Context: an optimization exercise on an open-source flow, tuned for small area. The choices shown serve that exercise and are no tape-out recipe.
In this exercise RTL edits were held to simulation tests only and were not proved equivalent to the original.
Power is estimated from default activity; no workload was simulated.

==> flow/design.v <==
module battleship_top(
    input clk,
    input rst,
    input confirm,
    input btnReset,
    input [3:0] row,
    output [3:0] col,
    output [15:0] led,
    output [6:0] seg,
    output [3:0] an,
    output uart_tx
    );
    reg [16:0] sc;
    reg [1:0] cd;
    reg       wrapped;               
    wire sc_term = (sc == 17'h1299C);
    wire sc_lag  = (sc == 17'h1699C);
    always @(posedge clk) begin
        if (rst | sc_term) sc <= 17'h35DA;
        else               sc <= {~sc[15:0], sc[16] ^ sc[13]};
        wrapped <= ~rst & sc_term;
        if (rst)          cd <= 2'd0;
        else if (wrapped) cd <= {cd[0], ~cd[1]};    
    end
    reg [3:0] col_r;
    always @(*) begin
        case (cd)
            2'b00: col_r = 4'b0111; 2'b01: col_r = 4'b1011;
            2'b11: col_r = 4'b1101; default: col_r = 4'b1110;
        endcase
    end
    assign col = col_r;
    reg [3:0] kold;
    reg [1:0] rs;                    
    reg       rv;                    
    reg [1:0] rsel;
    reg       rvalid;
    always @(*) begin
        rvalid = 1'b1;
        rsel = 2'd0;
        case (row)
            4'b0111: rsel = 2'd0;
            4'b1011: rsel = 2'd1;
            4'b1101: rsel = 2'd2;
            4'b1110: rsel = 2'd3;
            default: rvalid = 1'b0;
        endcase
    end
    reg [3:0] kcode;
    always @(*) begin
        case ({cd, rs})
            4'b0000: kcode = 4'h1; 4'b0001: kcode = 4'h4; 4'b0010: kcode = 4'h7; 4'b0011: kcode = 4'h0;
            4'b0100: kcode = 4'h2; 4'b0101: kcode = 4'h5; 4'b0110: kcode = 4'h8; 4'b0111: kcode = 4'hF;
            4'b1100: kcode = 4'h3; 4'b1101: kcode = 4'h6; 4'b1110: kcode = 4'h9; 4'b1111: kcode = 4'hE;
            4'b1000: kcode = 4'hA; 4'b1001: kcode = 4'hB; 4'b1010: kcode = 4'hC; default: kcode = 4'hD;
        endcase
    end
    always @(posedge clk) begin
        rv <= ~rst & sc_lag & rvalid;
        rs <= rsel;
        if (rst)      kold <= 4'd0;
        else if (rv)  kold <= kcode;
    end
    wire [3:0] key = rv ? kcode : kold;      
    reg [16:0] db;
    reg pulse;
    wire db_term = (db == 17'h5555);
    always @(posedge clk) begin
        if (rst | ~confirm) db <= 17'h15554;
        else if (db_term)   db <= 17'h15555;
        else                db <= {~db[15:0], db[16] ^ db[13]};
        pulse <= ~rst & db_term;
    end
    reg       fire;                  
    reg       player;
    reg [3:0] a0, a1, a2, b0, b1, b2;    
    reg [2:0] ax, bx;
    wire       over = fire & ((&ax) | (&bx));
    wire       sel = player ^ fire;              
    wire [3:0] t0 = sel ? b0 : a0;
    wire [3:0] t1 = sel ? b1 : a1;
    wire [3:0] t2 = sel ? b2 : a2;
    wire [2:0] tx = sel ? bx : ax;
    wire [2:0] eq = {t2 == key, t1 == key, t0 == key};
    wire       hit_x = |(eq & tx);               
    wire       any = |eq;                        
    wire       place = ~hit_x & ~tx[2];
    wire [2:0] xinc = {tx[1], tx[0], 1'b1};
    wire [2:0] wslot = btnReset ? xinc : (xinc & ~tx);
    wire       wr = pulse & ~fire & place;
    wire [2:0] wa = {3{wr & ~sel}} & wslot;
    wire [2:0] wb = {3{wr &  sel}} & wslot;
    wire [2:0] lowest = {eq[2] & ~eq[1] & ~eq[0], eq[1] & ~eq[0], eq[0]};
    wire       third = place & tx[1];                          
    wire       start = ~fire & third & player;                 
    wire       greset = over & btnReset;                       
    wire       clr_all = rst | (pulse & (start | greset));
    wire       upd = pulse & (fire ? (~over & ~hit_x) : (place | btnReset));
    wire [2:0] newx = fire ? (tx | lowest) : (place ? xinc : 3'd0);
    wire       ptog = pulse & (fire ? (~over & ~hit_x) : third);
    always @(posedge clk) begin
        if (wa[0]) a0 <= key;
        if (wa[1]) a1 <= key;
        if (wa[2]) a2 <= key;
        if (wb[0]) b0 <= key;
        if (wb[1]) b1 <= key;
        if (wb[2]) b2 <= key;
        if (clr_all)          ax <= 3'd0;
        else if (upd & ~sel)  ax <= newx;
        if (clr_all)          bx <= 3'd0;
        else if (upd &  sel)  bx <= newx;
        if (rst | (pulse & greset)) begin
            fire <= 1'b0; player <= 1'b0;
        end else begin
            if (pulse & start) fire <= 1'b1;
            if (ptog) player <= ~player;
        end
    end
    genvar gi;
    generate for (gi = 0; gi < 16; gi = gi + 1) begin : g_led
        assign led[gi] = over | (kold == gi) | (tx[0] & (t0 == gi))
                       | (tx[1] & (t1 == gi)) | (tx[2] & (t2 == gi));
    end endgenerate
    reg [16:0] sb;
    reg mclk, dig;
    wire sb_term = (sb == 17'h1361C);
    always @(posedge clk) begin
        if (rst | sb_term) sb <= 17'h1;
        else               sb <= {~sb[15:0], sb[16] ^ sb[13]};
        if (rst) begin mclk <= 1'b0; dig <= 1'b0; end
        else if (sb_term) begin mclk <= ~mclk; dig <= dig ^ ~mclk; end
    end
    wire [2:0] xd = dig ? ax : bx;
    reg  [6:0] seg_r;
    always @(*) begin
        case ({fire, xd})
            4'b0000, 4'b1111:                            seg_r = 7'b1000000;    
            4'b0001, 4'b0010, 4'b0100,
            4'b1011, 4'b1101, 4'b1110:                   seg_r = 7'b1111001;    
            4'b0011, 4'b0101, 4'b0110,
            4'b1001, 4'b1010, 4'b1100:                   seg_r = 7'b0100100;    
            default:                                     seg_r = 7'b0110000;    
        endcase
    end
    assign an = dig ? 4'b0111 : 4'b1110;
    assign seg = seg_r;
    localparam ST_LF = 3'd0, ST_P1 = 3'd7, ST_P2 = 3'd6, ST_D1 = 3'd2, ST_D2 = 3'd1,
               ST_COL = 3'd4, ST_HEX = 3'd3, ST_CR = 3'd5;
    reg [2:0] stage;
    reg [3:0] ph;
    reg [9:0] uc;
    reg [3:0] ssnap;
    wire uc_term = (uc == 10'h211);
    wire urun = ~((ph == 4'b0011) | (ph == 4'b0010));
    wire go = (stage != ST_LF) | pulse;        
    reg [3:0] ph_next;
    always @(*) begin
        case (ph)
            4'b0011: ph_next = 4'b0100;
            4'b0010: ph_next = go ? 4'b0011 : 4'b0010;
            4'b0100: ph_next = uc_term ? 4'b0000 : 4'b0100;
            4'b0000: ph_next = uc_term ? 4'b1000 : 4'b0000;
            4'b1111: ph_next = uc_term ? 4'b0010 : 4'b1111;
            4'b1000, 4'b1001, 4'b1010, 4'b1011, 4'b1100, 4'b1101, 4'b1110:
                     ph_next = uc_term ? {1'b1, ph[2:0] + 3'd1} : ph;
            default: ph_next = 4'b0010;
        endcase
    end
    reg [2:0] stage_inc;
    always @(*) begin
        case (stage)
            ST_LF:  stage_inc = player ? ST_P2 : ST_P1;
            ST_P1:  stage_inc = ST_D1;
            ST_P2:  stage_inc = ST_D2;
            ST_D1:  stage_inc = ST_COL;
            ST_D2:  stage_inc = ST_COL;
            ST_COL: stage_inc = ST_HEX;
            ST_HEX: stage_inc = ST_CR;
            default: stage_inc = ST_LF;
        endcase
    end
    always @(posedge clk) begin
        if (~urun | uc_term) uc <= 10'h1;
        else                 uc <= {~uc[8:0], uc[9] ^ uc[6]};
        ph <= rst ? 4'b0010 : ph_next;
        if (rst)                       stage <= ST_LF;
        else if ((ph == 4'b0010) & go) stage <= stage_inc;
        if (pulse) ssnap <= key;
    end
    reg [7:0] tbyte;
    always @(*) begin
        case (stage)
            ST_P1, ST_P2: tbyte = "P";
            ST_D1: tbyte = "1";
            ST_D2: tbyte = "2";
            ST_COL: tbyte = ":";
            ST_HEX: case (ssnap)
                    4'hA: tbyte = "A"; 4'hB: tbyte = "B"; 4'hC: tbyte = "C";
                    4'hD: tbyte = "D"; 4'hE: tbyte = "E"; 4'hF: tbyte = "F";
                    default: tbyte = {4'h3, ssnap};
                  endcase
            ST_CR: tbyte = 8'd13;
            default: tbyte = 8'd10;
        endcase
    end
    assign uart_tx = ph[3] ? tbyte[ph[2:0]] : ~(ph == 4'b0000);
endmodule
export LEC_CHECK = 0
export CAP_MARGIN = 20
export CORE_MARGIN = 2
export CORE_UTILIZATION = 40
export SLEW_MARGIN = 20
create_clock -name core_clock -period 10.0 [get_ports {clk}]
standard.sh (not shown) runs the stock make flow with config.mk's settings and CLKGATE_MAP_FILE= SYNTH_SCRIPT=/design/flow/synth_recipe.tcl, a recipe that flattens the netlist after the stock synthesis.
==> flow/flow/run.sh <==
#!/bin/bash
# Own layout flow: the standard flow (standard.sh) with three changes.
#  1. Synthesis runs the standard flow's own synthesis script, except that ABC maps with an
#     area-oriented script (flow/area.abc) and Yosys's full-adder extraction is off
#     (ADDER_MAP_FILE empty). Registers, their names and cell types are untouched.
#  2. Port buffers use the smallest buffer, sky130_fd_sc_hd__buf_1.
#  3. CTS uses clkbuf_4 buffers and inserts no dummy loads.
# Each tool's log is under orfs/logs/; make's own output goes to flow_make.log.
set -euo pipefail
W=$PWD
F=$W/flow
ORFS_SYNTH=$FLOW_HOME/scripts/synth.tcl

# synth_core.tcl: ORFS's synth.tcl, with the ABC script taken from MY_ABC_SCRIPT
sed 's|^  log_cmd abc {\*}\$abc_args$|  set abc_args [lreplace $abc_args 1 1 $::env(MY_ABC_SCRIPT)]\n  log_cmd abc {*}$abc_args|' \
    "$ORFS_SYNTH" > "$W/synth_core.tcl"
grep -q 'MY_ABC_SCRIPT' "$W/synth_core.tcl"
# my_synth.tcl: the standard flow's synthesis script, sourcing synth_core.tcl instead of synth.tcl
sed "s|source \$::env(SCRIPTS_DIR)/synth.tcl|source $W/synth_core.tcl|" "$W/synth_recipe.tcl" > "$W/my_synth.tcl"
grep -q 'synth_core.tcl' "$W/my_synth.tcl"

export MY_ABC_SCRIPT=$F/area.abc
bash "$W/standard.sh" \
    "SYNTH_SCRIPT=$W/my_synth.tcl" \
    "ADDER_MAP_FILE=" \
    "BUFFER_PORTS_ARGS=-buffer_cell sky130_fd_sc_hd__buf_1" \
    "CTS_ARGS=-sink_clustering_enable -repair_clock_nets -dont_use_dummy_load -buf_list sky130_fd_sc_hd__clkbuf_4" \
    finish > "$W/flow_make.log" 2>&1
==> flow/flow/area.abc <==
&get -n
&st
&deepsyn -T 120
&nf -a -p -R 1000
&put
Rerun with:
--- a/flow/design.v
+++ b/flow/design.v
@@ -148,25 +148,23 @@
                ST_COL = 3'd4, ST_HEX = 3'd3, ST_CR = 3'd5;
     reg [2:0] stage;
     reg [3:0] ph;
     reg [9:0] uc;
     reg [3:0] ssnap;
     wire uc_term = (uc == 10'h211);
-    wire urun = ~((ph == 4'b0011) | (ph == 4'b0010));
+    wire urun = ph[3] | (ph[1] ^ ph[0]);
     wire go = (stage != ST_LF) | pulse;        
     reg [3:0] ph_next;
     always @(*) begin
         case (ph)
-            4'b0011: ph_next = 4'b0100;
-            4'b0010: ph_next = go ? 4'b0011 : 4'b0010;
-            4'b0100: ph_next = uc_term ? 4'b0000 : 4'b0100;
-            4'b0000: ph_next = uc_term ? 4'b1000 : 4'b0000;
-            4'b1111: ph_next = uc_term ? 4'b0010 : 4'b1111;
-            4'b1000, 4'b1001, 4'b1010, 4'b1011, 4'b1100, 4'b1101, 4'b1110:
-                     ph_next = uc_term ? {1'b1, ph[2:0] + 3'd1} : ph;
-            default: ph_next = 4'b0010;
+            4'b0000: ph_next = 4'b0001;
+            4'b0011: ph_next = go ? 4'b0000 : 4'b0011;
+            4'b0001: ph_next = uc_term ? 4'b0010 : 4'b0001;
+            4'b0010: ph_next = uc_term ? 4'b1000 : 4'b0010;
+            4'b1111: ph_next = uc_term ? 4'b0011 : 4'b1111;
+            default: ph_next = uc_term ? {1'b1, ph[2:0] + 3'd1} : ph;
         endcase
     end
     reg [2:0] stage_inc;
     always @(*) begin
         case (stage)
             ST_LF:  stage_inc = player ? ST_P2 : ST_P1;
@@ -179,15 +177,15 @@
             default: stage_inc = ST_LF;
         endcase
     end
     always @(posedge clk) begin
         if (~urun | uc_term) uc <= 10'h1;
         else                 uc <= {~uc[8:0], uc[9] ^ uc[6]};
-        ph <= rst ? 4'b0010 : ph_next;
+        ph <= rst ? 4'b0011 : ph_next;
         if (rst)                       stage <= ST_LF;
-        else if ((ph == 4'b0010) & go) stage <= stage_inc;
+        else if ((ph == 4'b0011) & go) stage <= stage_inc;
         if (pulse) ssnap <= key;
     end
     reg [7:0] tbyte;
     always @(*) begin
         case (stage)
             ST_P1, ST_P2: tbyte = "P";
@@ -200,8 +198,8 @@
                     default: tbyte = {4'h3, ssnap};
                   endcase
             ST_CR: tbyte = 8'd13;
             default: tbyte = 8'd10;
         endcase
     end
-    assign uart_tx = ph[3] ? tbyte[ph[2:0]] : ~(ph == 4'b0000);
+    assign uart_tx = ph[3] ? tbyte[ph[2:0]] : ~(ph == 4'b0010);
 endmodule
- The new run completed without violations
- routed wire length shrinks by a few percent
- global-route usage shrinks by 0.41 points
- cell count is unchanged
- final area stays flat
- total power grows slightly
- clock power shrinks slightly
- setup slack gains 0.28 ns
- sequential share of layout area stays flat
- worst hold slack loses 0.0039 ns
- area after synthesis grows slightly
- clock skew shrinks by 0.0083 ns
- die area hardly moves
- fmax grows by a few percent
- count of clock-buffer cells in the layout does not change

[re-timing with driven ports]
No port has a modelled driver above. Below, the same layouts with a new extraction and two added sets of constraints.
Step 1, drivers: a clkbuf_16 drives clk and a buf_2 each remaining input, both assumed.
Step 2 moves the port delays by t, midway between the first and last clock arrival at a register: inputs arrive t later, outputs are due t later. That takes back most of the time a late clock gives input paths.
Slacks: no drivers / after step 1 / after step 2; pairs: no drivers / after step 1.
| run | t, ns | setup WS [ns] | worst slew at a driven data input, ns |
|---|---|---|---|
| the first run | 0.512 | 4.474 / 4.441 / 4.954 | 0.03 |
| the second run | 0.485 | 4.755 / 4.726 / 5.211 | 0.03 |
After both steps every run listed still meets setup and hold.
